Context: an optimization exercise on an open-source flow, tuned for small area, a short achievable clock period and few clock cycles. The choices shown serve that exercise and are no tape-out recipe. In this exercise RTL edits were held to simulation tests only and were not proved equivalent to the original. Power figures rest on the tool's default switching activity, not on a simulated workload.

===== flow/design.v =====
package mp_types;
  typedef enum logic [1:0] {
    PREC_INT8  = 2'b00,
    PREC_FP16  = 2'b01,
    PREC_FP32  = 2'b10
  } prec_e;
  localparam int W_INT8 = 8;
  localparam int W_FP16 = 16;  
  localparam int W_FP32 = 32;  
  localparam int W_ACC_INT8 = 32;  
endpackage
module mul11_csa (
  input  logic [10:0] a,
  input  logic [10:0] b,
  output logic [21:0] s,
  output logic [21:0] c
);
  logic pp_0_0;
  logic pp_0_1;
  logic pp_0_2;
  logic pp_0_3;
  logic pp_0_4;
  logic pp_0_5;
  logic pp_0_6;
  logic pp_0_7;
  logic pp_0_8;
  logic pp_0_9;
  logic pp_0_10;
  logic pp_1_0;
  logic pp_1_1;
  logic pp_1_2;
  logic pp_1_3;
  logic pp_1_4;
  logic pp_1_5;
  logic pp_1_6;
  logic pp_1_7;
  logic pp_1_8;
  logic pp_1_9;
  logic pp_1_10;
  logic pp_2_0;
  logic pp_2_1;
  logic pp_2_2;
  logic pp_2_3;
  logic pp_2_4;
  logic pp_2_5;
  logic pp_2_6;
  logic pp_2_7;
  logic pp_2_8;
  logic pp_2_9;
  logic pp_2_10;
  logic pp_3_0;
  logic pp_3_1;
  logic pp_3_2;
  logic pp_3_3;
  logic pp_3_4;
  logic pp_3_5;
  logic pp_3_6;
  logic pp_3_7;
  logic pp_3_8;
  logic pp_3_9;
  logic pp_3_10;
  logic pp_4_0;
  logic pp_4_1;
  logic pp_4_2;
  logic pp_4_3;
  logic pp_4_4;
  logic pp_4_5;
  logic pp_4_6;
  logic pp_4_7;
  logic pp_4_8;
  logic pp_4_9;
  logic pp_4_10;
  logic pp_5_0;
  logic pp_5_1;
  logic pp_5_2;
  logic pp_5_3;
  logic pp_5_4;
  logic pp_5_5;
  logic pp_5_6;
  logic pp_5_7;
  logic pp_5_8;
  logic pp_5_9;
  logic pp_5_10;
  logic pp_6_0;
  logic pp_6_1;
  logic pp_6_2;
  logic pp_6_3;
  logic pp_6_4;
  logic pp_6_5;
  logic pp_6_6;
  logic pp_6_7;
  logic pp_6_8;
  logic pp_6_9;
  logic pp_6_10;
  logic pp_7_0;
  logic pp_7_1;
  logic pp_7_2;
  logic pp_7_3;
  logic pp_7_4;
  logic pp_7_5;
  logic pp_7_6;
  logic pp_7_7;
  logic pp_7_8;
  logic pp_7_9;
  logic pp_7_10;
  logic pp_8_0;
  logic pp_8_1;
  logic pp_8_2;
  logic pp_8_3;
  logic pp_8_4;
  logic pp_8_5;
  logic pp_8_6;
  logic pp_8_7;
  logic pp_8_8;
  logic pp_8_9;
  logic pp_8_10;
  logic pp_9_0;
  logic pp_9_1;
  logic pp_9_2;
  logic pp_9_3;
  logic pp_9_4;
  logic pp_9_5;
  logic pp_9_6;
  logic pp_9_7;
  logic pp_9_8;
  logic pp_9_9;
  logic pp_9_10;
  logic pp_10_0;
  logic pp_10_1;
  logic pp_10_2;
  logic pp_10_3;
  logic pp_10_4;
  logic pp_10_5;
  logic pp_10_6;
  logic pp_10_7;
  logic pp_10_8;
  logic pp_10_9;
  logic pp_10_10;
  logic hs0;
  logic hc0;
  logic fs1;
  logic fc1;
  logic hs2;
  logic hc2;
  logic fs3;
  logic fc3;
  logic hs4;
  logic hc4;
  logic fs5;
  logic fc5;
  logic hs6;
  logic hc6;
  logic fs7;
  logic fc7;
  logic hs8;
  logic hc8;
  logic fs9;
  logic fc9;
  logic fs10;
  logic fc10;
  logic hs11;
  logic hc11;
  logic fs12;
  logic fc12;
  logic fs13;
  logic fc13;
  logic fs14;
  logic fc14;
  logic fs15;
  logic fc15;
  logic fs16;
  logic fc16;
  logic fs17;
  logic fc17;
  logic fs18;
  logic fc18;
  logic fs19;
  logic fc19;
  logic fs20;
  logic fc20;
  logic fs21;
  logic fc21;
  logic fs22;
  logic fc22;
  logic fs23;
  logic fc23;
  logic fs24;
  logic fc24;
  logic fs25;
  logic fc25;
  logic fs26;
  logic fc26;
  logic fs27;
  logic fc27;
  logic fs28;
  logic fc28;
  logic fs29;
  logic fc29;
  logic hs30;
  logic hc30;
  logic fs31;
  logic fc31;
  logic hs32;
  logic hc32;
  logic fs33;
  logic fc33;
  logic fs34;
  logic fc34;
  logic fs35;
  logic fc35;
  logic fs36;
  logic fc36;
  logic fs37;
  logic fc37;
  logic fs38;
  logic fc38;
  logic fs39;
  logic fc39;
  logic fs40;
  logic fc40;
  logic fs41;
  logic fc41;
  logic fs42;
  logic fc42;
  logic fs43;
  logic fc43;
  logic fs44;
  logic fc44;
  logic fs45;
  logic fc45;
  logic fs46;
  logic fc46;
  logic fs47;
  logic fc47;
  logic fs48;
  logic fc48;
  logic fs49;
  logic fc49;
  logic fs50;
  logic fc50;
  logic fs51;
  logic fc51;
  logic fs52;
  logic fc52;
  logic fs53;
  logic fc53;
  logic fs54;
  logic fc54;
  logic fs55;
  logic fc55;
  logic hs56;
  logic hc56;
  logic fs57;
  logic fc57;
  logic fs58;
  logic fc58;
  logic fs59;
  logic fc59;
  logic fs60;
  logic fc60;
  logic fs61;
  logic fc61;
  logic fs62;
  logic fc62;
  logic fs63;
  logic fc63;
  logic fs64;
  logic fc64;
  logic fs65;
  logic fc65;
  logic fs66;
  logic fc66;
  logic fs67;
  logic fc67;
  logic fs68;
  logic fc68;
  logic fs69;
  logic fc69;
  logic fs70;
  logic fc70;
  logic fs71;
  logic fc71;
  logic hs72;
  logic hc72;
  logic fs73;
  logic fc73;
  logic fs74;
  logic fc74;
  logic fs75;
  logic fc75;
  logic fs76;
  logic fc76;
  logic fs77;
  logic fc77;
  logic fs78;
  logic fc78;
  logic fs79;
  logic fc79;
  logic fs80;
  logic fc80;
  logic fs81;
  logic fc81;
  logic fs82;
  logic fc82;
  logic fs83;
  logic fc83;
  logic fs84;
  logic fc84;
  logic fs85;
  logic fc85;
  logic fs86;
  logic fc86;
  logic fs87;
  logic fc87;
  logic fs88;
  logic fc88;
  logic fs89;
  logic fc89;
  assign pp_0_0 = a[0] & b[0];
  assign pp_0_1 = a[0] & b[1];
  assign pp_0_2 = a[0] & b[2];
  assign pp_0_3 = a[0] & b[3];
  assign pp_0_4 = a[0] & b[4];
  assign pp_0_5 = a[0] & b[5];
  assign pp_0_6 = a[0] & b[6];
  assign pp_0_7 = a[0] & b[7];
  assign pp_0_8 = a[0] & b[8];
  assign pp_0_9 = a[0] & b[9];
  assign pp_0_10 = a[0] & b[10];
  assign pp_1_0 = a[1] & b[0];
  assign pp_1_1 = a[1] & b[1];
  assign pp_1_2 = a[1] & b[2];
  assign pp_1_3 = a[1] & b[3];
  assign pp_1_4 = a[1] & b[4];
  assign pp_1_5 = a[1] & b[5];
  assign pp_1_6 = a[1] & b[6];
  assign pp_1_7 = a[1] & b[7];
  assign pp_1_8 = a[1] & b[8];
  assign pp_1_9 = a[1] & b[9];
  assign pp_1_10 = a[1] & b[10];
  assign pp_2_0 = a[2] & b[0];
  assign pp_2_1 = a[2] & b[1];
  assign pp_2_2 = a[2] & b[2];
  assign pp_2_3 = a[2] & b[3];
  assign pp_2_4 = a[2] & b[4];
  assign pp_2_5 = a[2] & b[5];
  assign pp_2_6 = a[2] & b[6];
  assign pp_2_7 = a[2] & b[7];
  assign pp_2_8 = a[2] & b[8];
  assign pp_2_9 = a[2] & b[9];
  assign pp_2_10 = a[2] & b[10];
  assign pp_3_0 = a[3] & b[0];
  assign pp_3_1 = a[3] & b[1];
  assign pp_3_2 = a[3] & b[2];
  assign pp_3_3 = a[3] & b[3];
  assign pp_3_4 = a[3] & b[4];
  assign pp_3_5 = a[3] & b[5];
  assign pp_3_6 = a[3] & b[6];
  assign pp_3_7 = a[3] & b[7];
  assign pp_3_8 = a[3] & b[8];
  assign pp_3_9 = a[3] & b[9];
  assign pp_3_10 = a[3] & b[10];
  assign pp_4_0 = a[4] & b[0];
  assign pp_4_1 = a[4] & b[1];
  assign pp_4_2 = a[4] & b[2];
  assign pp_4_3 = a[4] & b[3];
  assign pp_4_4 = a[4] & b[4];
  assign pp_4_5 = a[4] & b[5];
  assign pp_4_6 = a[4] & b[6];
  assign pp_4_7 = a[4] & b[7];
  assign pp_4_8 = a[4] & b[8];
  assign pp_4_9 = a[4] & b[9];
  assign pp_4_10 = a[4] & b[10];
  assign pp_5_0 = a[5] & b[0];
  assign pp_5_1 = a[5] & b[1];
  assign pp_5_2 = a[5] & b[2];
  assign pp_5_3 = a[5] & b[3];
  assign pp_5_4 = a[5] & b[4];
  assign pp_5_5 = a[5] & b[5];
  assign pp_5_6 = a[5] & b[6];
  assign pp_5_7 = a[5] & b[7];
  assign pp_5_8 = a[5] & b[8];
  assign pp_5_9 = a[5] & b[9];
  assign pp_5_10 = a[5] & b[10];
  assign pp_6_0 = a[6] & b[0];
  assign pp_6_1 = a[6] & b[1];
  assign pp_6_2 = a[6] & b[2];
  assign pp_6_3 = a[6] & b[3];
  assign pp_6_4 = a[6] & b[4];
  assign pp_6_5 = a[6] & b[5];
  assign pp_6_6 = a[6] & b[6];
  assign pp_6_7 = a[6] & b[7];
  assign pp_6_8 = a[6] & b[8];
  assign pp_6_9 = a[6] & b[9];
  assign pp_6_10 = a[6] & b[10];
  assign pp_7_0 = a[7] & b[0];
  assign pp_7_1 = a[7] & b[1];
  assign pp_7_2 = a[7] & b[2];
  assign pp_7_3 = a[7] & b[3];
  assign pp_7_4 = a[7] & b[4];
  assign pp_7_5 = a[7] & b[5];
  assign pp_7_6 = a[7] & b[6];
  assign pp_7_7 = a[7] & b[7];
  assign pp_7_8 = a[7] & b[8];
  assign pp_7_9 = a[7] & b[9];
  assign pp_7_10 = a[7] & b[10];
  assign pp_8_0 = a[8] & b[0];
  assign pp_8_1 = a[8] & b[1];
  assign pp_8_2 = a[8] & b[2];
  assign pp_8_3 = a[8] & b[3];
  assign pp_8_4 = a[8] & b[4];
  assign pp_8_5 = a[8] & b[5];
  assign pp_8_6 = a[8] & b[6];
  assign pp_8_7 = a[8] & b[7];
  assign pp_8_8 = a[8] & b[8];
  assign pp_8_9 = a[8] & b[9];
  assign pp_8_10 = a[8] & b[10];
  assign pp_9_0 = a[9] & b[0];
  assign pp_9_1 = a[9] & b[1];
  assign pp_9_2 = a[9] & b[2];
  assign pp_9_3 = a[9] & b[3];
  assign pp_9_4 = a[9] & b[4];
  assign pp_9_5 = a[9] & b[5];
  assign pp_9_6 = a[9] & b[6];
  assign pp_9_7 = a[9] & b[7];
  assign pp_9_8 = a[9] & b[8];
  assign pp_9_9 = a[9] & b[9];
  assign pp_9_10 = a[9] & b[10];
  assign pp_10_0 = a[10] & b[0];
  assign pp_10_1 = a[10] & b[1];
  assign pp_10_2 = a[10] & b[2];
  assign pp_10_3 = a[10] & b[3];
  assign pp_10_4 = a[10] & b[4];
  assign pp_10_5 = a[10] & b[5];
  assign pp_10_6 = a[10] & b[6];
  assign pp_10_7 = a[10] & b[7];
  assign pp_10_8 = a[10] & b[8];
  assign pp_10_9 = a[10] & b[9];
  assign pp_10_10 = a[10] & b[10];
  assign hs0 = pp_0_9 ^ pp_1_8;
  assign hc0 = pp_0_9 & pp_1_8;
  assign fs1 = pp_0_10 ^ pp_1_9 ^ pp_2_8;
  assign fc1 = (pp_0_10 & pp_1_9) | (pp_0_10 & pp_2_8) | (pp_1_9 & pp_2_8);
  assign hs2 = pp_3_7 ^ pp_4_6;
  assign hc2 = pp_3_7 & pp_4_6;
  assign fs3 = pp_1_10 ^ pp_2_9 ^ pp_3_8;
  assign fc3 = (pp_1_10 & pp_2_9) | (pp_1_10 & pp_3_8) | (pp_2_9 & pp_3_8);
  assign hs4 = pp_4_7 ^ pp_5_6;
  assign hc4 = pp_4_7 & pp_5_6;
  assign fs5 = pp_2_10 ^ pp_3_9 ^ pp_4_8;
  assign fc5 = (pp_2_10 & pp_3_9) | (pp_2_10 & pp_4_8) | (pp_3_9 & pp_4_8);
  assign hs6 = pp_0_6 ^ pp_1_5;
  assign hc6 = pp_0_6 & pp_1_5;
  assign fs7 = pp_0_7 ^ pp_1_6 ^ pp_2_5;
  assign fc7 = (pp_0_7 & pp_1_6) | (pp_0_7 & pp_2_5) | (pp_1_6 & pp_2_5);
  assign hs8 = pp_3_4 ^ pp_4_3;
  assign hc8 = pp_3_4 & pp_4_3;
  assign fs9 = pp_0_8 ^ pp_1_7 ^ pp_2_6;
  assign fc9 = (pp_0_8 & pp_1_7) | (pp_0_8 & pp_2_6) | (pp_1_7 & pp_2_6);
  assign fs10 = pp_3_5 ^ pp_4_4 ^ pp_5_3;
  assign fc10 = (pp_3_5 & pp_4_4) | (pp_3_5 & pp_5_3) | (pp_4_4 & pp_5_3);
  assign hs11 = pp_6_2 ^ pp_7_1;
  assign hc11 = pp_6_2 & pp_7_1;
  assign fs12 = pp_2_7 ^ pp_3_6 ^ pp_4_5;
  assign fc12 = (pp_2_7 & pp_3_6) | (pp_2_7 & pp_4_5) | (pp_3_6 & pp_4_5);
  assign fs13 = pp_5_4 ^ pp_6_3 ^ pp_7_2;
  assign fc13 = (pp_5_4 & pp_6_3) | (pp_5_4 & pp_7_2) | (pp_6_3 & pp_7_2);
  assign fs14 = pp_8_1 ^ pp_9_0 ^ hs0;
  assign fc14 = (pp_8_1 & pp_9_0) | (pp_8_1 & hs0) | (pp_9_0 & hs0);
  assign fs15 = pp_5_5 ^ pp_6_4 ^ pp_7_3;
  assign fc15 = (pp_5_5 & pp_6_4) | (pp_5_5 & pp_7_3) | (pp_6_4 & pp_7_3);
  assign fs16 = pp_8_2 ^ pp_9_1 ^ pp_10_0;
  assign fc16 = (pp_8_2 & pp_9_1) | (pp_8_2 & pp_10_0) | (pp_9_1 & pp_10_0);
  assign fs17 = hc0 ^ fs1 ^ hs2;
  assign fc17 = (hc0 & fs1) | (hc0 & hs2) | (fs1 & hs2);
  assign fs18 = pp_6_5 ^ pp_7_4 ^ pp_8_3;
  assign fc18 = (pp_6_5 & pp_7_4) | (pp_6_5 & pp_8_3) | (pp_7_4 & pp_8_3);
  assign fs19 = pp_9_2 ^ pp_10_1 ^ fc1;
  assign fc19 = (pp_9_2 & pp_10_1) | (pp_9_2 & fc1) | (pp_10_1 & fc1);
  assign fs20 = hc2 ^ fs3 ^ hs4;
  assign fc20 = (hc2 & fs3) | (hc2 & hs4) | (fs3 & hs4);
  assign fs21 = pp_5_7 ^ pp_6_6 ^ pp_7_5;
  assign fc21 = (pp_5_7 & pp_6_6) | (pp_5_7 & pp_7_5) | (pp_6_6 & pp_7_5);
  assign fs22 = pp_8_4 ^ pp_9_3 ^ pp_10_2;
  assign fc22 = (pp_8_4 & pp_9_3) | (pp_8_4 & pp_10_2) | (pp_9_3 & pp_10_2);
  assign fs23 = fc3 ^ hc4 ^ fs5;
  assign fc23 = (fc3 & hc4) | (fc3 & fs5) | (hc4 & fs5);
  assign fs24 = pp_3_10 ^ pp_4_9 ^ pp_5_8;
  assign fc24 = (pp_3_10 & pp_4_9) | (pp_3_10 & pp_5_8) | (pp_4_9 & pp_5_8);
  assign fs25 = pp_6_7 ^ pp_7_6 ^ pp_8_5;
  assign fc25 = (pp_6_7 & pp_7_6) | (pp_6_7 & pp_8_5) | (pp_7_6 & pp_8_5);
  assign fs26 = pp_9_4 ^ pp_10_3 ^ fc5;
  assign fc26 = (pp_9_4 & pp_10_3) | (pp_9_4 & fc5) | (pp_10_3 & fc5);
  assign fs27 = pp_4_10 ^ pp_5_9 ^ pp_6_8;
  assign fc27 = (pp_4_10 & pp_5_9) | (pp_4_10 & pp_6_8) | (pp_5_9 & pp_6_8);
  assign fs28 = pp_7_7 ^ pp_8_6 ^ pp_9_5;
  assign fc28 = (pp_7_7 & pp_8_6) | (pp_7_7 & pp_9_5) | (pp_8_6 & pp_9_5);
  assign fs29 = pp_5_10 ^ pp_6_9 ^ pp_7_8;
  assign fc29 = (pp_5_10 & pp_6_9) | (pp_5_10 & pp_7_8) | (pp_6_9 & pp_7_8);
  assign hs30 = pp_0_4 ^ pp_1_3;
  assign hc30 = pp_0_4 & pp_1_3;
  assign fs31 = pp_0_5 ^ pp_1_4 ^ pp_2_3;
  assign fc31 = (pp_0_5 & pp_1_4) | (pp_0_5 & pp_2_3) | (pp_1_4 & pp_2_3);
  assign hs32 = pp_3_2 ^ pp_4_1;
  assign hc32 = pp_3_2 & pp_4_1;
  assign fs33 = pp_2_4 ^ pp_3_3 ^ pp_4_2;
  assign fc33 = (pp_2_4 & pp_3_3) | (pp_2_4 & pp_4_2) | (pp_3_3 & pp_4_2);
  assign fs34 = pp_5_1 ^ pp_6_0 ^ hs6;
  assign fc34 = (pp_5_1 & pp_6_0) | (pp_5_1 & hs6) | (pp_6_0 & hs6);
  assign fs35 = pp_5_2 ^ pp_6_1 ^ pp_7_0;
  assign fc35 = (pp_5_2 & pp_6_1) | (pp_5_2 & pp_7_0) | (pp_6_1 & pp_7_0);
  assign fs36 = hc6 ^ fs7 ^ hs8;
  assign fc36 = (hc6 & fs7) | (hc6 & hs8) | (fs7 & hs8);
  assign fs37 = pp_8_0 ^ fc7 ^ hc8;
  assign fc37 = (pp_8_0 & fc7) | (pp_8_0 & hc8) | (fc7 & hc8);
  assign fs38 = fs9 ^ fs10 ^ hs11;
  assign fc38 = (fs9 & fs10) | (fs9 & hs11) | (fs10 & hs11);
  assign fs39 = fc9 ^ fc10 ^ hc11;
  assign fc39 = (fc9 & fc10) | (fc9 & hc11) | (fc10 & hc11);
  assign fs40 = fs12 ^ fs13 ^ fs14;
  assign fc40 = (fs12 & fs13) | (fs12 & fs14) | (fs13 & fs14);
  assign fs41 = fc12 ^ fc13 ^ fs15;
  assign fc41 = (fc12 & fc13) | (fc12 & fs15) | (fc13 & fs15);
  assign fs42 = fs16 ^ fc14 ^ fs17;
  assign fc42 = (fs16 & fc14) | (fs16 & fs17) | (fc14 & fs17);
  assign fs43 = fc15 ^ fc16 ^ fs18;
  assign fc43 = (fc15 & fc16) | (fc15 & fs18) | (fc16 & fs18);
  assign fs44 = fc17 ^ fs19 ^ fs20;
  assign fc44 = (fc17 & fs19) | (fc17 & fs20) | (fs19 & fs20);
  assign fs45 = fc18 ^ fs21 ^ fs22;
  assign fc45 = (fc18 & fs21) | (fc18 & fs22) | (fs21 & fs22);
  assign fs46 = fc19 ^ fc20 ^ fs23;
  assign fc46 = (fc19 & fc20) | (fc19 & fs23) | (fc20 & fs23);
  assign fs47 = fc21 ^ fc22 ^ fs24;
  assign fc47 = (fc21 & fc22) | (fc21 & fs24) | (fc22 & fs24);
  assign fs48 = fs25 ^ fc23 ^ fs26;
  assign fc48 = (fs25 & fc23) | (fs25 & fs26) | (fc23 & fs26);
  assign fs49 = pp_10_4 ^ fc24 ^ fc25;
  assign fc49 = (pp_10_4 & fc24) | (pp_10_4 & fc25) | (fc24 & fc25);
  assign fs50 = fs27 ^ fs28 ^ fc26;
  assign fc50 = (fs27 & fs28) | (fs27 & fc26) | (fs28 & fc26);
  assign fs51 = pp_8_7 ^ pp_9_6 ^ pp_10_5;
  assign fc51 = (pp_8_7 & pp_9_6) | (pp_8_7 & pp_10_5) | (pp_9_6 & pp_10_5);
  assign fs52 = fc27 ^ fc28 ^ fs29;
  assign fc52 = (fc27 & fc28) | (fc27 & fs29) | (fc28 & fs29);
  assign fs53 = pp_6_10 ^ pp_7_9 ^ pp_8_8;
  assign fc53 = (pp_6_10 & pp_7_9) | (pp_6_10 & pp_8_8) | (pp_7_9 & pp_8_8);
  assign fs54 = pp_9_7 ^ pp_10_6 ^ fc29;
  assign fc54 = (pp_9_7 & pp_10_6) | (pp_9_7 & fc29) | (pp_10_6 & fc29);
  assign fs55 = pp_7_10 ^ pp_8_9 ^ pp_9_8;
  assign fc55 = (pp_7_10 & pp_8_9) | (pp_7_10 & pp_9_8) | (pp_8_9 & pp_9_8);
  assign hs56 = pp_0_3 ^ pp_1_2;
  assign hc56 = pp_0_3 & pp_1_2;
  assign fs57 = pp_2_2 ^ pp_3_1 ^ pp_4_0;
  assign fc57 = (pp_2_2 & pp_3_1) | (pp_2_2 & pp_4_0) | (pp_3_1 & pp_4_0);
  assign fs58 = pp_5_0 ^ hc30 ^ fs31;
  assign fc58 = (pp_5_0 & hc30) | (pp_5_0 & fs31) | (hc30 & fs31);
  assign fs59 = fc31 ^ hc32 ^ fs33;
  assign fc59 = (fc31 & hc32) | (fc31 & fs33) | (hc32 & fs33);
  assign fs60 = fc33 ^ fs35 ^ fc34;
  assign fc60 = (fc33 & fs35) | (fc33 & fc34) | (fs35 & fc34);
  assign fs61 = fc35 ^ fc36 ^ fs37;
  assign fc61 = (fc35 & fc36) | (fc35 & fs37) | (fc36 & fs37);
  assign fs62 = fc37 ^ fc38 ^ fs39;
  assign fc62 = (fc37 & fc38) | (fc37 & fs39) | (fc38 & fs39);
  assign fs63 = fc39 ^ fs41 ^ fc40;
  assign fc63 = (fc39 & fs41) | (fc39 & fc40) | (fs41 & fc40);
  assign fs64 = fc41 ^ fs43 ^ fc42;
  assign fc64 = (fc41 & fs43) | (fc41 & fc42) | (fs43 & fc42);
  assign fs65 = fc43 ^ fs45 ^ fc44;
  assign fc65 = (fc43 & fs45) | (fc43 & fc44) | (fs45 & fc44);
  assign fs66 = fc45 ^ fs47 ^ fc46;
  assign fc66 = (fc45 & fs47) | (fc45 & fc46) | (fs47 & fc46);
  assign fs67 = fc47 ^ fs49 ^ fc48;
  assign fc67 = (fc47 & fs49) | (fc47 & fc48) | (fs49 & fc48);
  assign fs68 = fs51 ^ fc49 ^ fs52;
  assign fc68 = (fs51 & fc49) | (fs51 & fs52) | (fc49 & fs52);
  assign fs69 = fc51 ^ fs53 ^ fc52;
  assign fc69 = (fc51 & fs53) | (fc51 & fc52) | (fs53 & fc52);
  assign fs70 = pp_10_7 ^ fc53 ^ fs55;
  assign fc70 = (pp_10_7 & fc53) | (pp_10_7 & fs55) | (fc53 & fs55);
  assign fs71 = pp_8_10 ^ pp_9_9 ^ pp_10_8;
  assign fc71 = (pp_8_10 & pp_9_9) | (pp_8_10 & pp_10_8) | (pp_9_9 & pp_10_8);
  assign hs72 = pp_0_2 ^ pp_1_1;
  assign hc72 = pp_0_2 & pp_1_1;
  assign fs73 = pp_2_1 ^ pp_3_0 ^ hs56;
  assign fc73 = (pp_2_1 & pp_3_0) | (pp_2_1 & hs56) | (pp_3_0 & hs56);
  assign fs74 = hc56 ^ fs57 ^ hs30;
  assign fc74 = (hc56 & fs57) | (hc56 & hs30) | (fs57 & hs30);
  assign fs75 = fc57 ^ hs32 ^ fs58;
  assign fc75 = (fc57 & hs32) | (fc57 & fs58) | (hs32 & fs58);
  assign fs76 = fc58 ^ fs59 ^ fs34;
  assign fc76 = (fc58 & fs59) | (fc58 & fs34) | (fs59 & fs34);
  assign fs77 = fc59 ^ fs36 ^ fs60;
  assign fc77 = (fc59 & fs36) | (fc59 & fs60) | (fs36 & fs60);
  assign fs78 = fs38 ^ fc60 ^ fs61;
  assign fc78 = (fs38 & fc60) | (fs38 & fs61) | (fc60 & fs61);
  assign fs79 = fc61 ^ fs62 ^ fs40;
  assign fc79 = (fc61 & fs62) | (fc61 & fs40) | (fs62 & fs40);
  assign fs80 = fc62 ^ fs42 ^ fs63;
  assign fc80 = (fc62 & fs42) | (fc62 & fs63) | (fs42 & fs63);
  assign fs81 = fs44 ^ fc63 ^ fs64;
  assign fc81 = (fs44 & fc63) | (fs44 & fs64) | (fc63 & fs64);
  assign fs82 = fs46 ^ fc64 ^ fs65;
  assign fc82 = (fs46 & fc64) | (fs46 & fs65) | (fc64 & fs65);
  assign fs83 = fs48 ^ fc65 ^ fs66;
  assign fc83 = (fs48 & fc65) | (fs48 & fs66) | (fc65 & fs66);
  assign fs84 = fs50 ^ fc66 ^ fs67;
  assign fc84 = (fs50 & fc66) | (fs50 & fs67) | (fc66 & fs67);
  assign fs85 = fs68 ^ fc50 ^ fc67;
  assign fc85 = (fs68 & fc50) | (fs68 & fc67) | (fc50 & fc67);
  assign fs86 = fs54 ^ fc68 ^ fs69;
  assign fc86 = (fs54 & fc68) | (fs54 & fs69) | (fc68 & fs69);
  assign fs87 = fs70 ^ fc54 ^ fc69;
  assign fc87 = (fs70 & fc54) | (fs70 & fc69) | (fc54 & fc69);
  assign fs88 = fs71 ^ fc55 ^ fc70;
  assign fc88 = (fs71 & fc55) | (fs71 & fc70) | (fc55 & fc70);
  assign fs89 = pp_9_10 ^ pp_10_9 ^ fc71;
  assign fc89 = (pp_9_10 & pp_10_9) | (pp_9_10 & fc71) | (pp_10_9 & fc71);
  assign s[0] = pp_0_0;
  assign c[0] = 1'b0;
  assign s[1] = pp_0_1;
  assign c[1] = pp_1_0;
  assign s[2] = hs72;
  assign c[2] = pp_2_0;
  assign s[3] = hc72;
  assign c[3] = fs73;
  assign s[4] = fc73;
  assign c[4] = fs74;
  assign s[5] = fc74;
  assign c[5] = fs75;
  assign s[6] = fc75;
  assign c[6] = fs76;
  assign s[7] = fc76;
  assign c[7] = fs77;
  assign s[8] = fc77;
  assign c[8] = fs78;
  assign s[9] = fc78;
  assign c[9] = fs79;
  assign s[10] = fc79;
  assign c[10] = fs80;
  assign s[11] = fc80;
  assign c[11] = fs81;
  assign s[12] = fc81;
  assign c[12] = fs82;
  assign s[13] = fc82;
  assign c[13] = fs83;
  assign s[14] = fc83;
  assign c[14] = fs84;
  assign s[15] = fc84;
  assign c[15] = fs85;
  assign s[16] = fc85;
  assign c[16] = fs86;
  assign s[17] = fc86;
  assign c[17] = fs87;
  assign s[18] = fc87;
  assign c[18] = fs88;
  assign s[19] = fc88;
  assign c[19] = fs89;
  assign s[20] = fc89;
  assign c[20] = pp_10_10;
  assign s[21] = 1'b0;
  assign c[21] = 1'b0;
endmodule
module pfx_add #(parameter int W = 8) (
  input  logic [W-1:0] a,
  input  logic [W-1:0] b,
  input  logic         cin,
  output logic [W-1:0] s,
  output logic         cout
);
  localparam int L = $clog2(W);
  logic [(L+1)*W-1:0] g, p;
  logic [W-1:0] p0;
  assign p0 = a ^ b;
  assign g[W-1:0] = (a & b) | {{(W-1){1'b0}}, p0[0] & cin};
  assign p[W-1:0] = p0;
  genvar l, i;
  generate
    for (l = 0; l < L; l++) begin : lv
      for (i = 0; i < W; i++) begin : bt
        if ((i >> l) & 1) begin : cmb
          assign g[(l+1)*W+i] = g[l*W+i] | (p[l*W+i] & g[l*W+((i>>l)<<l)-1]);
          assign p[(l+1)*W+i] = p[l*W+i] & p[l*W+((i>>l)<<l)-1];
        end else begin : pass
          assign g[(l+1)*W+i] = g[l*W+i];
          assign p[(l+1)*W+i] = p[l*W+i];
        end
      end
    end
  endgenerate
  assign s    = p0 ^ {g[L*W +: W-1], cin};
  assign cout = g[L*W+W-1];
endmodule
module pfx_inc #(parameter int W = 8) (
  input  logic [W-1:0] x,
  output logic [W:0]   s
);
  logic [W:0] c;    
  assign c[0] = 1'b1;
  genvar i;
  generate
    for (i = 1; i <= W; i++) begin : cy
      assign c[i] = &x[i-1:0];
    end
  endgenerate
  assign s = {1'b0, x} ^ c;
endmodule
module fp16_mul_a (
  input  logic [15:0] a,
  input  logic [15:0] b,
  output logic [23:0] r
);
  logic        a_max, b_max, a_zero, b_zero, a_nan, b_nan, nan, inf, zero;
  logic [21:0] ts, tc, p;
  logic [5:0]  e0;
  mul11_csa u_tree (.a({1'b1, a[9:0]}), .b({1'b1, b[9:0]}), .s(ts), .c(tc));
  pfx_add #(.W(22)) u_cpa (.a(ts), .b(tc), .cin(1'b0), .s(p), .cout());
  always_comb begin
    a_max  = &a[14:10];
    b_max  = &b[14:10];
    a_zero = ~|a[14:10];
    b_zero = ~|b[14:10];
    a_nan  = a_max & (|a[9:0]);
    b_nan  = b_max & (|b[9:0]);
    nan    = a_nan | b_nan | (a_max & b_zero) | (a_zero & b_max);
    inf    = ~nan & (a_max | b_max);
    zero   = ~nan & ~inf & (a_zero | b_zero);
    e0     = {1'b0, a[14:10]} + {1'b0, b[14:10]};
    r      = {nan, inf, zero, a[15] ^ b[15], e0, |p[8:0], p[21:9]};
  end
endmodule
module fp16_mul_b (
  input  logic [23:0] r,
  output logic [15:0] y
);
  logic        nan, inf, zero, s, st_lo;
  logic [5:0]  e0;
  logic [21:9] p;
  logic        hi, st_hi, inc_lo, inc_hi, ovf;
  logic [11:0] lo_p1, hi_p1, mant_r;
  logic [6:0]  em15, em14, em13, ef;
  assign {nan, inf, zero, s, e0, st_lo, p} = r;
  pfx_inc #(.W(11)) u_ilo (.x(p[20:10]), .s(lo_p1));
  pfx_inc #(.W(11)) u_ihi (.x(p[21:11]), .s(hi_p1));
  always_comb begin
    hi     = p[21];
    st_hi  = st_lo | p[9];
    inc_lo = p[9]  & (st_lo | p[10]);
    inc_hi = p[10] & (st_hi | p[11]);
    if (hi) mant_r = inc_hi ? hi_p1 : {1'b0, p[21:11]};
    else    mant_r = inc_lo ? lo_p1 : {1'b0, p[20:10]};
    ovf = mant_r[11];
    em15 = {1'b0, e0} - 7'd15;
    em14 = {1'b0, e0} - 7'd14;
    em13 = {1'b0, e0} - 7'd13;
    case ({hi, ovf})
      2'b00:   ef = em15;
      2'b11:   ef = em13;
      default: ef = em14;
    endcase
    if (nan)
      y = 16'h7e00;
    else if (inf)
      y = {s, 5'h1f, 10'h0};
    else if (zero || (hi ? e0 < 6'd15 : e0 < 6'd16))
      y = {s, 15'h0};
    else if (!ef[6] && ef >= 7'd31)
      y = {s, 5'h1f, 10'h0};
    else
      y = {s, ef[4:0], mant_r[9:0]};
  end
endmodule
module fp16_mul (
  input  logic [15:0] a,
  input  logic [15:0] b,
  output logic [15:0] y
);
  logic [23:0] r;
  fp16_mul_a u_a (.a(a), .b(b), .r(r));
  fp16_mul_b u_b (.r(r), .y(y));
endmodule
module fp16_add_align (
  input  logic [15:0] a,
  input  logic [15:0] b,
  output logic [23:0] r
);
  logic        ge, swap, sx, sy, sub;
  logic [4:0]  ex, ey, d, d_ab, d_ba;
  logic        a_zero, b_zero;
  logic        a_nan, b_nan, a_inf, b_inf, nan, inf, zs;
  logic [13:0] ma, mb, mx, my, my_sh, lost;
  logic        sticky;
  logic [14:0] sum;
  pfx_add #(.W(15)) u_cmp (.a(a[14:0]), .b(~b[14:0]), .cin(1'b1), .s(), .cout(ge));
  pfx_add #(.W(15)) u_add (.a({1'b0, mx}), .b({1'b0, my_sh} ^ {15{sub}}), .cin(sub), .s(sum), .cout());
  always_comb begin
    a_zero = ~|a[14:10];
    b_zero = ~|b[14:10];
    a_nan  = (&a[14:10]) & (|a[9:0]);
    b_nan  = (&b[14:10]) & (|b[9:0]);
    a_inf  = (&a[14:10]) & ~(|a[9:0]);
    b_inf  = (&b[14:10]) & ~(|b[9:0]);
    nan    = a_nan | b_nan | (a_inf & b_inf & (a[15] ^ b[15]));
    inf    = a_inf | b_inf;
    zs     = a_zero & b_zero & a[15] & b[15];
    ma   = a_zero ? 14'h0 : {1'b1, a[9:0], 3'b000};
    mb   = b_zero ? 14'h0 : {1'b1, b[9:0], 3'b000};
    d_ab = a[14:10] - b[14:10];
    d_ba = b[14:10] - a[14:10];
    swap = ~ge;
    sub  = a[15] ^ b[15];
    if (swap) begin
      sx = b[15]; ex = b[14:10]; mx = mb; my = ma; d = d_ba;
    end else begin
      sx = a[15]; ex = a[14:10]; mx = ma; my = mb; d = d_ab;
    end
    lost = my & ~(14'h3fff << d);
    if (d >= 5'd14) begin
      my_sh  = 14'h0;
      sticky = |my;
    end else begin
      my_sh  = my >> d;
      sticky = |lost;
    end
    my_sh[0] = my_sh[0] | sticky;
    r = {nan, inf, zs, sx, ex, sum};
  end
endmodule
module fp16_add_norm (
  input  logic [23:0] r,
  output logic [15:0] y
);
  logic        nan, inf, zs, sx;
  logic [4:0]  ex;
  logic [14:0] sum;
  logic [13:0] n;
  logic [3:0]  lz;
  logic [10:0] mant;
  logic        g, st, inc, uf;
  logic [11:0] mant_p1, mant_r;
  logic [5:0]  e;
  pfx_inc #(.W(11)) u_inc (.x(mant), .s(mant_p1));
  always_comb begin
    {nan, inf, zs, sx, ex, sum} = r;
    lz = 4'd0;
    for (int q = 0; q <= 13; q++)
      if (sum[q]) lz = 4'(13 - q);
    if (sum[14]) begin
      n  = {sum[14:2], sum[1] | sum[0]};
      e  = {1'b0, ex} + 6'd1;
      uf = 1'b0;
    end else begin
      n  = sum[13:0] << lz;
      e  = {1'b0, ex} - {2'b00, lz};
      uf = {1'b0, lz} >= ex;
    end
    mant   = n[13:3];
    g      = n[2];
    st     = n[1] | n[0];
    inc    = g & (st | mant[0]);
    mant_r = inc ? mant_p1 : {1'b0, mant};
    e      = e + {5'b0, mant_r[11]};
    if (nan)
      y = 16'h7e00;
    else if (inf)
      y = {sx, 5'h1f, 10'h0};
    else if (sum == 15'h0)
      y = {zs, 15'h0};
    else if (uf)
      y = {sx, 15'h0};
    else if (e >= 6'd31)
      y = {sx, 5'h1f, 10'h0};
    else
      y = {sx, e[4:0], mant_r[9:0]};
  end
endmodule
module gemm_controller (
  input  logic        clk,
  input  logic        rstn,
  input  logic        start,
  input  logic [15:0] M, K, Ncols,
  output logic        done,
  output logic [13:0] addr_A,
  input  logic [31:0] data_A,
  output logic [13:0] addr_B,
  input  logic [31:0] data_B,
  output logic [13:0] addr_C,
  output logic [31:0] data_C,
  output logic        we_C
);
  logic [14:0] n_q;
  logic [13:0] k_q;
  logic        busy, pre, ph, gnew;
  logic [13:0] kl;                  
  logic [13:0] alt_A, alt_B;        
  logic [13:0] col, row_base;       
  logic [14:0] rows_left;
  logic        more;                
  logic        e0_last, e1_last, s1_valid;
  logic        f0_v, f0_k0, f0_kl, f0_fin;
  logic        f1_k0, f1_wr, f1_fin;
  logic        f2_k0, f2_wr, f2_fin;
  logic        f3_k0, f3_wr, f3_fin;
  logic        f4_k0, f4_wr, f4_fin;
  logic        f5_wr, f5_fin;
  logic [15:0] op_a, op_b, prod, acc, prod_c, acc_c, acc_in;
  logic [23:0] mid, mid_c, pm, pm_c;
  logic        col_end, it_last, k_is1, kl_is2;
  logic        go, issue, s0, s1, s0_new, stop, load0, load1, adv;
  assign col_end = ({1'b0, col} + 15'd1) == n_q;
  assign it_last = col_end && (rows_left == 15'd1);
  assign k_is1   = (k_q == 14'd1);
  assign kl_is2  = (kl == 14'd2);
  assign go     = !busy && start;
  assign issue  = busy && !pre;
  assign s0     = issue && !ph;
  assign s1     = issue && ph;
  assign s0_new = s0 && gnew;
  assign stop   = s0_new && !more;
  assign load0  = s0_new && more;
  assign load1  = s1 && f0_k0 && more;
  assign adv    = load0 || load1;
  always_ff @(posedge clk) begin
    if (!rstn) begin
      busy <= 1'b0; f0_v <= 1'b0; f0_fin <= 1'b0;
    end else begin
      if (go) busy <= 1'b1;
      else if (stop) busy <= 1'b0;
      if (s0) begin
        f0_v   <= more || !gnew;
        f0_fin <= gnew ? (more && k_is1 && it_last) : (kl_is2 && e0_last);
      end else if (s1) begin
        f0_v   <= f0_k0 ? more : s1_valid;
        f0_fin <= f0_kl && (f0_k0 ? (more && it_last) : e1_last);
      end else begin
        f0_v <= 1'b0; f0_fin <= 1'b0;
      end
    end
  end
  always_ff @(posedge clk) begin
    n_q <= Ncols[14:0];
    k_q <= K[13:0];
    pre <= go;
    if (!busy) begin
      rows_left <= M[14:0];
      ph <= 1'b0; gnew <= 1'b1; more <= 1'b1;
      col <= '0; row_base <= '0;
    end else begin
      if (issue) ph <= ~ph;
      if (s0) begin
        f0_k0 <= gnew;
        f0_kl <= gnew ? k_is1 : kl_is2;
        kl    <= gnew ? k_q : kl - 14'd1;
      end
      if (load0) begin
        gnew <= 1'b0; e0_last <= it_last;
      end else if (s1 && f0_kl)
        gnew <= 1'b1;
      if (s1 && f0_k0) begin
        s1_valid <= more; e1_last <= more && it_last;
      end
      if (adv) begin
        if (col_end) begin
          col <= '0;
          row_base <= row_base + k_q;
          rows_left <= rows_left - 15'd1;
          if (rows_left == 15'd1) more <= 1'b0;
        end else
          col <= col + 14'd1;
      end
    end
    if (adv) begin
      addr_A <= row_base; addr_B <= col;
    end else if (issue) begin
      addr_A <= alt_A; addr_B <= alt_B;
    end
    alt_A <= addr_A + 14'd1;
    alt_B <= addr_B + n_q[13:0];
  end
  always_ff @(posedge clk) begin
    if (!rstn) begin
      f1_wr <= 1'b0; f1_fin <= 1'b0; f2_wr <= 1'b0; f2_fin <= 1'b0;
      f3_wr <= 1'b0; f3_fin <= 1'b0; f4_wr <= 1'b0; f4_fin <= 1'b0;
      f5_wr <= 1'b0; f5_fin <= 1'b0;
      we_C <= 1'b0; done <= 1'b0;
    end else begin
      f1_wr <= f0_v & f0_kl; f1_fin <= f0_fin;
      f2_wr <= f1_wr;        f2_fin <= f1_fin;
      f3_wr <= f2_wr;        f3_fin <= f2_fin;
      f4_wr <= f3_wr;        f4_fin <= f3_fin;
      f5_wr <= f4_wr;        f5_fin <= f4_fin;
      we_C  <= f5_wr;        done   <= f5_fin;
    end
  end
  always_ff @(posedge clk) begin
    f1_k0 <= f0_k0; f2_k0 <= f1_k0; f3_k0 <= f2_k0; f4_k0 <= f3_k0;
  end
  always_ff @(posedge clk) begin
    if (!rstn || done) addr_C <= '0;
    else if (we_C)     addr_C <= addr_C + 14'd1;
  end
  fp16_mul_a u_mula (.a(op_a), .b(op_b), .r(pm_c));
  fp16_mul_b u_mulb (.r(pm), .y(prod_c));
  assign acc_in = {acc[15] & ~f4_k0, acc[14:10] & {5{~f4_k0}}, acc[9:0]};
  fp16_add_align u_al (.a(acc_in), .b(prod), .r(mid_c));
  fp16_add_norm  u_nr (.r(mid), .y(acc_c));
  always_ff @(posedge clk) begin
    op_a <= data_A[15:0];
    op_b <= data_B[15:0];
    pm   <= pm_c;
    prod <= prod_c;
    mid  <= mid_c;
    acc  <= acc_c;
  end
  assign data_C = {16'h0000, acc};
endmodule

===== flow/flow/run.sh =====
#!/bin/bash
# The standard layout, with the port buffers made of sky130_fd_sc_hd__buf_2
# (ORFS's buffer_ports otherwise picks clkdlybuf4s50_1, a slow delay cell).
set -euo pipefail
export BUFFER_PORTS_ARGS="-buffer_cell sky130_fd_sc_hd__buf_2"
bash standard.sh > standard.log 2>&1

===== flow/standard.sh =====
#!/bin/bash
# synth_recipe.tcl (not shown) runs the flow's synth.tcl, then flattens the netlist and writes it again
# the make line also repeats each setting of config.mk as NAME=value (left out here)
make -C /OpenROAD-flow-scripts/flow DESIGN_CONFIG=/design/flow/config.mk WORK_HOME=/design/flow/orfs CLKGATE_MAP_FILE= SYNTH_SCRIPT=/design/flow/synth_recipe.tcl "${@:-finish}"

===== flow/config.mk =====
export PLATFORM = sky130hd
export DESIGN_NAME = gemm_controller
export DESIGN_NICKNAME = gemm_controller
export VERILOG_FILES = /design/flow/design.v
export SDC_FILE = /design/flow/constraint.sdc
export NUM_CORES = 4
export LEC_CHECK = 0
export CAP_MARGIN = 20
export CORE_MARGIN = 2
export CORE_UTILIZATION = 40
export PLACE_DENSITY = 0.6
export SLEW_MARGIN = 20

===== flow/constraint.sdc =====
create_clock -name core_clock -period 30.0 [get_ports {clk}]
set_input_delay 6.0000 -clock core_clock [delete_from_list [all_inputs] [get_ports {clk}]]
set_output_delay 6.0000 -clock core_clock [all_outputs]
set_load 0.01 [all_outputs]

==> run summary <==
- Met3 demand-to-capacity share in global routing: 2.835%
- TritonCTS Sinks: 296
- Mux share of post-synthesis cell area: 4.772%
- Total of buffers placed on input and output ports: between 100 and 150
- First-pass GRT wire length: approximately 75000 µm
- Total setup violations reported at the end of the flow: 0
- Post-layout instance count excluding filler cells: about 2900
- Average via count per standard cell: roughly 5.3
- Hold path start: f2_k0
- Run status: complete, no violations
- Per-cell routed wire length: 15.97 µm
- Worst Reg2Reg Path Length in Cells: 24
- Worst-case setup margin in the final layout: approximately 23000 ps
- Number of diodes added for antenna fixing: 0
- Max FO, Critical Path: 5
- Synthesis warning total: 5
- Initial standard-cell utilization of the core: between 40% and 50%
- Dpl ws: approximately 23000 ps
- Met1 global-route usage: between 20% and 30%
- Number of levels the H-tree was split into: 2
- Residual antenna-violating net count after detailed routing: 0
- Fraction of synthesis flops using an asynchronous set or reset pin: 0%
- Number of nets in the layout: 2575
- Synthesized netlist cell count: 2146
- Busiest grt layer: met2
- Final design area excluding fillers: roughly 22000 µm²
- Type of the worst setup path: reg -> out
- Master cell of the clock root buffer: sky130_fd_sc_hd__clkbuf_16
- Maximum number of pins on one net before global-route repair: 65
- Top cell family by delay on the critical path: flip-flops
- Overall die width: 224.7 µm
- First-pass iteration count of the detailed router: 5
- Power density relative to cell area: 95.73 nW/µm²
- Share of the clock period used by the worst path: 24.25%
- Crit path capture type: output port
- Number of buffers on the longest clock path: 3
- Drc violations: 0
- Crit path buf inv count: 1
- Number of placement rows: 80
- Adder-cell area share of the yosys netlist: 17.48%
- Clock latency (worst-skew pair): 560 ps
- Clock slew seen by the registers of the worst setup and hold paths: around 60 ps
- Cts hold-fix bufs: 0
- Worst-path cell with the longest stage delay: sky130_fd_sc_hd__dfxtp_1
- Reg-to-reg setup timing slack: 23330 ps
- Setup Total Neg Slack: 0 ps
- Final-report hold violation count: 0
- Max-Cap Viols: 0
- Core box area: 47950 µm²
- Cell count of the worst hold path: 0
- Initial detailed-routing violation count: 1084
- Sequential fraction of the synthesis area: between 30% and 40%
- Number of gates resized after cts: 0
- Number of placed instances, taps included: 2818
- Die footprint: 50480 µm²
- Vias: 15220
- Total routing resource utilization after global routing: 18.15%
- GRT Residual Overflow: 0
- Chip Height: 224.7 µm
- Combinational family with the most area after synthesis: simple AND/OR/NAND/NOR gates
- Worst VDD drop: between 0.05 and 0.06 mV
- Max-slew violations: 0
- EDFF count, synth: 62
- Initial antenna violation count: 0
- Post-CTS Repair Setup Buffers: 0
- Cells traversed along the worst timing path: buf_2
- Post-synthesis share of cell area spent on and, or, nand and nor gates: 18.04%
- Worst setup skew after layout: 20.37 ps
- Class of the most critical hold timing path: reg -> reg
- RSZ-0062 raised after global routing: no
- Number of I/O pins: approximately 190
- Clock tree from TritonCTS: built
- Ratio of cells with drive above 1 in the final layout: 12.32%
- Critical Path Source Type: flip-flop
- Rel. slew slack: roughly 28%
- Time the final worst path needs with I/O delays and setup: 7276 ps
- GR Layer Usage met2: 30.32%
- Data arrival at the endpoint of the critical path: 1280 ps
- CP peak stage delay: 530 ps
- TritonCTS Buffers: 37
- Reg-to-Reg End: mid[9]
- Cell Area, Synth: 19480 µm²
- LEAKAGE: 9.514 nW
- Crit Reg-Reg Startpoint: f4_k0
- GP Congestion: 0.8787
- Signed area change from the synthesized netlist to the final layout: 12.06%
- Total routed wirelength: 46090 µm
- Req. time, crit path: 24000 ps
- FMAX: about 140 MHz
- Post-synthesis share of cell area spent on xor and xnor gates: 6.962%
- Predominant post-synthesis flop cell: sky130_fd_sc_hd__dfxtp_1
- Worst hold margin: roughly 320 ps
- Synthesized-area fraction occupied by ao, oa, aoi and oai cells: 13.32%
- Seq cells post-synth: a little under 300
- Post-Place Cell Area: 20610 µm²
- Vias in the first global route: ~15000
- Worst Max-Slew Pin Slew: around 1100 ps
- Number of distinct library cells after synthesis: 81
- Detail Placement HPWL: 34070 µm
- Average instance area after synthesis: ~9 µm²
- Hold path endpoint: f3_k0
==> flip-flops by register name, indices dropped and copies added (netlist names), 15 cells and up <==
name	cells
mid	24
prod	16
pm	24
rows_left	15
n_q	15
acc	16
op_a	16
op_b	16
==> metrics by stage <==
stage               total power [mW]  utilization (%)
finish                         2.090            45.53
CTS                            2.100            45.52
detailed placement             1.641            42.98
global route                   2.259            45.53
global placement               1.616            42.98
floorplan                      1.395                -
==> per-layer routing <==
metal / wire length (µm) / part of all wire, % / up-vias
met4: 1227 / 2.7 / 0
met5: 0 / 0 / -
met1: 21290 / 46 / 7260
met3: 1910 / 4.1 / 71
li1: - / - / 7563
met2: 21670 / 47 / 326
==> kinds of logic after synthesis <==
group,count (synthesis)
and+or+nand+nor,709
AOI/OAI and AO/OA,404
DFF,296
buffers and inverters,281
adders and majority gates,217
xor gates and xnor gates,154
muxes,84
other,1
==> power by group <==
group,switching [mW],internal (mW)
clock,0.181,0.262
combinational,0.600,0.454
sequential,0.104,0.488
==> cell usage in the layout, fill, tap and decap left out, types with 9 or more instances in the layout <==
cell / instances
sky130_fd_sc_hd__a211oi_1: 15
sky130_fd_sc_hd__a21boi_0: 19
sky130_fd_sc_hd__a21o_1: 31
sky130_fd_sc_hd__a21oi_1: 97
sky130_fd_sc_hd__a31oi_1: 16
sky130_fd_sc_hd__and2_1: 87
sky130_fd_sc_hd__and3_1: 25
sky130_fd_sc_hd__buf_2: 139
sky130_fd_sc_hd__buf_4: 9
sky130_fd_sc_hd__clkbuf_16: 38
sky130_fd_sc_hd__conb_1: 16
sky130_fd_sc_hd__dfxtp_1: 233
sky130_fd_sc_hd__edfxtp_1: 62
sky130_fd_sc_hd__fa_1: 92
sky130_fd_sc_hd__ha_1: 125
sky130_fd_sc_hd__inv_1: 174
sky130_fd_sc_hd__mux2_2: 41
sky130_fd_sc_hd__mux2i_1: 40
sky130_fd_sc_hd__nand2_1: 184
sky130_fd_sc_hd__nand2b_1: 21
sky130_fd_sc_hd__nand3_1: 84
sky130_fd_sc_hd__nand4_1: 16
sky130_fd_sc_hd__nor2_1: 158
sky130_fd_sc_hd__nor2b_1: 26
sky130_fd_sc_hd__nor3_1: 34
sky130_fd_sc_hd__nor4_1: 24
sky130_fd_sc_hd__o211ai_1: 10
sky130_fd_sc_hd__o21a_1: 16
sky130_fd_sc_hd__o21ai_0: 115
sky130_fd_sc_hd__or4_1: 9
sky130_fd_sc_hd__xnor2_1: 99
sky130_fd_sc_hd__xor2_1: 54
==> area by class of cell <==
class	count	area, µm²
Clock buffer	48	1018
Clock inverter	20	197.7
Fill cell	4654	26120
Inverter	176	660.6
Multi-Input combinational cell	1584	11870
Sequential cell	296	6548
Tap cell	615	769.5
Timing Repair Buffer	148	763.2
==> Yosys cell counts (15+ instances only) <==
cell type	number	area share, %
sky130_fd_sc_hd__mux2_2	41	2.4
sky130_fd_sc_hd__edfxtp_1	62	9.6
sky130_fd_sc_hd__nor2_1	158	3.0
sky130_fd_sc_hd__xnor2_1	99	4.5
sky130_fd_sc_hd__xor2_1	54	2.4
sky130_fd_sc_hd__a31oi_1	16	0.51
sky130_fd_sc_hd__and3_1	25	0.80
sky130_fd_sc_hd__nand2b_1	21	0.67
sky130_fd_sc_hd__and2_1	87	2.8
sky130_fd_sc_hd__ha_1	125	8.0
sky130_fd_sc_hd__nor3_1	34	0.87
sky130_fd_sc_hd__a21o_1	31	1.2
sky130_fd_sc_hd__a21oi_1	97	2.5
sky130_fd_sc_hd__dfxtp_1	234	24
sky130_fd_sc_hd__nor4_1	24	0.77
sky130_fd_sc_hd__buf_4	17	0.66
sky130_fd_sc_hd__mux2i_1	40	2.1
sky130_fd_sc_hd__a21boi_0	19	0.73
sky130_fd_sc_hd__nand3_1	84	2.2
sky130_fd_sc_hd__clkbuf_1	74	1.4
sky130_fd_sc_hd__fa_1	92	9.5
sky130_fd_sc_hd__nor2b_1	26	0.83
sky130_fd_sc_hd__a211oi_1	15	0.58
sky130_fd_sc_hd__o21ai_0	116	3.0
sky130_fd_sc_hd__inv_1	174	3.4
sky130_fd_sc_hd__o21a_1	16	0.62
sky130_fd_sc_hd__nand4_1	16	0.51
sky130_fd_sc_hd__nand2_1	184	3.5
==> how the worst max path moves through the flow <==
stage	endpoint	start	cells past startpoint	slack, ps
5_1_grt	data_C[1]	acc[1]	1	22660
4_1_cts	data_C[3]	acc[3]	1	22700
3_3_place_gp	addr_C[7]	rstn	3	23150
6_report	data_C[1]	acc[1]	1	22720
3_5_place_dp	addr_C[5]	rstn	3	23130
2_1_floorplan	addr_C[10]	rstn	3	23410
Testbench counts, summed over its fixed seeds: cycles 68,949.

what the ideal ports hide:
The results above use ideal ports. As a check the final layout listed here was re-extracted and re-timed, cells and wires unchanged. Step 1 sets driving cells, clkbuf_16 on the clock port and buf_2 on the other inputs (assumed; they add their load-dependent delay and slew). Step 2 moves the port delays by t, midway between the first and last clock arrival at a register: inputs arrive t later, outputs are due t later. That takes back most of the time a late clock gives input paths. a / b / c = ideal / step 1 / step 2; a / b = the first two.
t, ns: 0.600
setup slack, ns: 22.724 / 22.673 / 23.148
slew at the worst register clock pin (ns): 0.06 / 0.06
worst slew at a driven data input, ns: 0.04
pins driven straight from the clock port: 1
After both steps setup and hold are still met in this run. The setup slack of this run moves by -0.051 ns with the drivers and by +0.424 ns with both steps.
